Source: an optimization exercise on an open RTL-to-GDS flow (aim: small area and a short achievable clock period). Production flows keep margins and buffers that such runs may drop.
Only simulation tests tie the RTL to the original design; equivalence was not proved.
No activity file was given, so power comes from the tool's default toggle rates.

==> flow/design.v (excerpt) <==
module SymbolsCounter
#(
    parameter S_WIDTH = 8
)(
    input clock,
    input reset,
    input start,
    input mode,
    input end_flag,
    input [S_WIDTH-1:0] symbol_in,
    output reg [7:0] count_array,
    output reg [S_WIDTH-1:0] symbol_out,
    output ready_out
);
Settings: LEC_CHECK=0, CAP_MARGIN=35, CORE_MARGIN=2, CORE_UTILIZATION=55, PLACE_DENSITY=0.65, SETUP_SLACK_MARGIN=5, SLEW_MARGIN=35; clock period 10.0 ns.
standard.sh (not shown) runs the stock make flow with config.mk's settings and CLKGATE_MAP_FILE= SYNTH_SCRIPT=/design/flow/synth_recipe.tcl, a recipe that flattens the netlist after the stock synthesis.
==> flow/flow/run.sh <==
#!/bin/bash
# Own flow: the standard layout (standard.sh, standard synthesis unchanged),
# with a setup-repair target of 6.5 ns slack at the design's 10 ns clock and
# clock-tree synthesis with fixed sink clusters and no dummy loads.
# The make output goes to standard_make.log; each tool's log is under orfs/logs.
set -euo pipefail
bash standard.sh SETUP_SLACK_MARGIN=6.5 \
  "CTS_ARGS=-sink_clustering_enable -repair_clock_nets -sink_clustering_size 20 -sink_clustering_max_diameter 80 -dont_use_dummy_load" \
  finish > standard_make.log 2>&1
Next try:
--- a/flow/design.v
+++ b/flow/design.v
@@ -52,21 +52,18 @@
 wire [S_WIDTH-1:0] sym_mem [0:255];
 wire [7:0] cnt_mem [0:255];
 reg [15:0] oc_1h10;
 reg [3:0] oc_1h2, oc_1h3;
 reg [S_WIDTH-1:0] rd_sym;
 reg [7:0] rd_cnt;
-wire [15:0] blk_sel;
-genvar g;
-generate for (g = 0; g < 16; g = g + 1)
-    begin: bsel
-    assign blk_sel[g] = oc_1h2[g % 4] & oc_1h3[g / 4];
-    end
-endgenerate
 reg [S_WIDTH-1:0] blk_sym [0:15];
 reg [7:0] blk_cnt [0:15];
+reg [S_WIDTH-1:0] q_sym [0:3];
+reg [7:0] q_cnt [0:3];
+reg [S_WIDTH-1:0] rd_q_sym [0:3];
+reg [7:0] rd_q_cnt [0:3];
 reg [S_WIDTH-1:0] mux_sym;
 reg [7:0] mux_cnt;
 integer m, n;
 always @*
 begin
     for (m = 0; m < 16; m = m + 1)
@@ -76,22 +73,37 @@
         for (n = 0; n < 16; n = n + 1)
         begin
             blk_sym[m] = blk_sym[m] | ({S_WIDTH{oc_1h10[n]}} & sym_mem[16 * m + n]);
             blk_cnt[m] = blk_cnt[m] | ({8{oc_1h10[n]}} & cnt_mem[16 * m + n]);
         end
     end
+    for (m = 0; m < 4; m = m + 1)
+    begin
+        q_sym[m] = {S_WIDTH{1'b0}};
+        q_cnt[m] = 8'd0;
+        for (n = 0; n < 4; n = n + 1)
+        begin
+            q_sym[m] = q_sym[m] | ({S_WIDTH{oc_1h2[n]}} & blk_sym[4 * m + n]);
+            q_cnt[m] = q_cnt[m] | ({8{oc_1h2[n]}} & blk_cnt[4 * m + n]);
+        end
+    end
     mux_sym = {S_WIDTH{1'b0}};
     mux_cnt = 8'd0;
-    for (m = 0; m < 16; m = m + 1)
+    for (m = 0; m < 4; m = m + 1)
     begin
-        mux_sym = mux_sym | ({S_WIDTH{blk_sel[m]}} & blk_sym[m]);
-        mux_cnt = mux_cnt | ({8{blk_sel[m]}} & blk_cnt[m]);
+        mux_sym = mux_sym | ({S_WIDTH{oc_1h3[m]}} & rd_q_sym[m]);
+        mux_cnt = mux_cnt | ({8{oc_1h3[m]}} & rd_q_cnt[m]);
     end
 end
 always @(posedge clock)
 begin
+    for (m = 0; m < 4; m = m + 1)
+    begin
+        rd_q_sym[m] <= q_sym[m];
+        rd_q_cnt[m] <= q_cnt[m];
+    end
     rd_sym <= mux_sym;
     rd_cnt <= mux_cnt;
     cmd_sym <= symbol_in;
     if (state == S3) cmd_sym_s3 <= symbol_in;
     wsym <= reset ? {S_WIDTH{1'b0}} : symbol_in;
     reset_d <= reset;
@@ -443,31 +455,37 @@
             result_counter <= output_counter;
             output_counter <= 8'd0;
         end
     end
 end
 assign ready_out = ready;
-wire [15:0] tv_gt_hi, tv_eq_hi, gt_lo, we_hi, we_lo;
+reg [15:0] rc_gt_hi, rc_eq_hi, rc_gt_lo;
+wire [15:0] tv_gt_hi, tv_eq_hi, we_hi, we_lo;
 genvar h;
 generate for (h = 0; h < 16; h = h + 1)
     begin: nib
-    assign tv_gt_hi[h] = pt && (result_counter[7:4] > h);
-    assign tv_eq_hi[h] = pt && (result_counter[7:4] == h);
-    assign gt_lo[h] = (result_counter[3:0] > h);
+    always @(posedge clock)
+    begin
+        rc_gt_hi[h] <= (result_counter[7:4] > h);
+        rc_eq_hi[h] <= (result_counter[7:4] == h);
+        rc_gt_lo[h] <= (result_counter[3:0] > h);
+    end
+    assign tv_gt_hi[h] = pt && rc_gt_hi[h];
+    assign tv_eq_hi[h] = pt && rc_eq_hi[h];
     assign we_hi[h] = pw && (alphabet_counter[7:4] == h);
     assign we_lo[h] = (alphabet_counter[3:0] == h);
     end
 endgenerate
 genvar j;
 generate for (j = 0; j < 256; j = j + 1)
     begin: entry
     SingleCount #(.S_WIDTH(S_WIDTH)) e (
         .clock(clock),
         .reset(reset_d),
         .we(we_hi[j / 16] && we_lo[j % 16]),
-        .tv(tv_gt_hi[j / 16] || (tv_eq_hi[j / 16] && gt_lo[j % 16])),
+        .tv(tv_gt_hi[j / 16] || (tv_eq_hi[j / 16] && rc_gt_lo[j % 16])),
         .wsym(wsym),
         .csym(j < 128 ? cmd_sym : cmd_sym_s3),
         .sym(sym_mem[j]),
         .cnt(cnt_mem[j])
     );
     end
Effect: The changed run went through all stages and came out clean. Power is higher by 1.9%. Register-to-register slack degrades by 98 ps. Wire length drops by 5.7%. Core utilization stays flat. Setup slack gets worse by 98 ps. Clock skew went up by 9.6 ps. Via count decreases by 1.2%.

==> re-timing with driven ports <==
Ports are ideal in the flow. The routed layouts listed here were re-timed in OpenROAD. Step 1, drivers: a clkbuf_16 drives clock and a buf_2 each remaining input, both assumed. Step 2 times the ports against the registers' clock, not the clock port: input delays grow and output delays shrink by t, the midpoint of the rising clock arrivals with the driver on. Slacks: ideal ports / drivers / drivers and shift; pairs: ideal ports / drivers.
| run | shift t [ns] | slack for setup (ns) | clock arrival spread, ns | slew at the worst register clock pin (ns) |
|---|---|---|---|---|
| the first run | 1.104 | 6.261 / 6.261 / 5.868 | 0.115 / 0.116 | 0.10 / 0.10 |
| the second run | 1.092 | 6.163 / 6.163 / 5.651 | 0.126 / 0.126 | 0.10 / 0.10 |
After both steps every run listed still meets setup and hold. For the second run, which loses most, drivers alone change the setup slack by 0.000 ns; drivers and shift together by -0.512 ns.
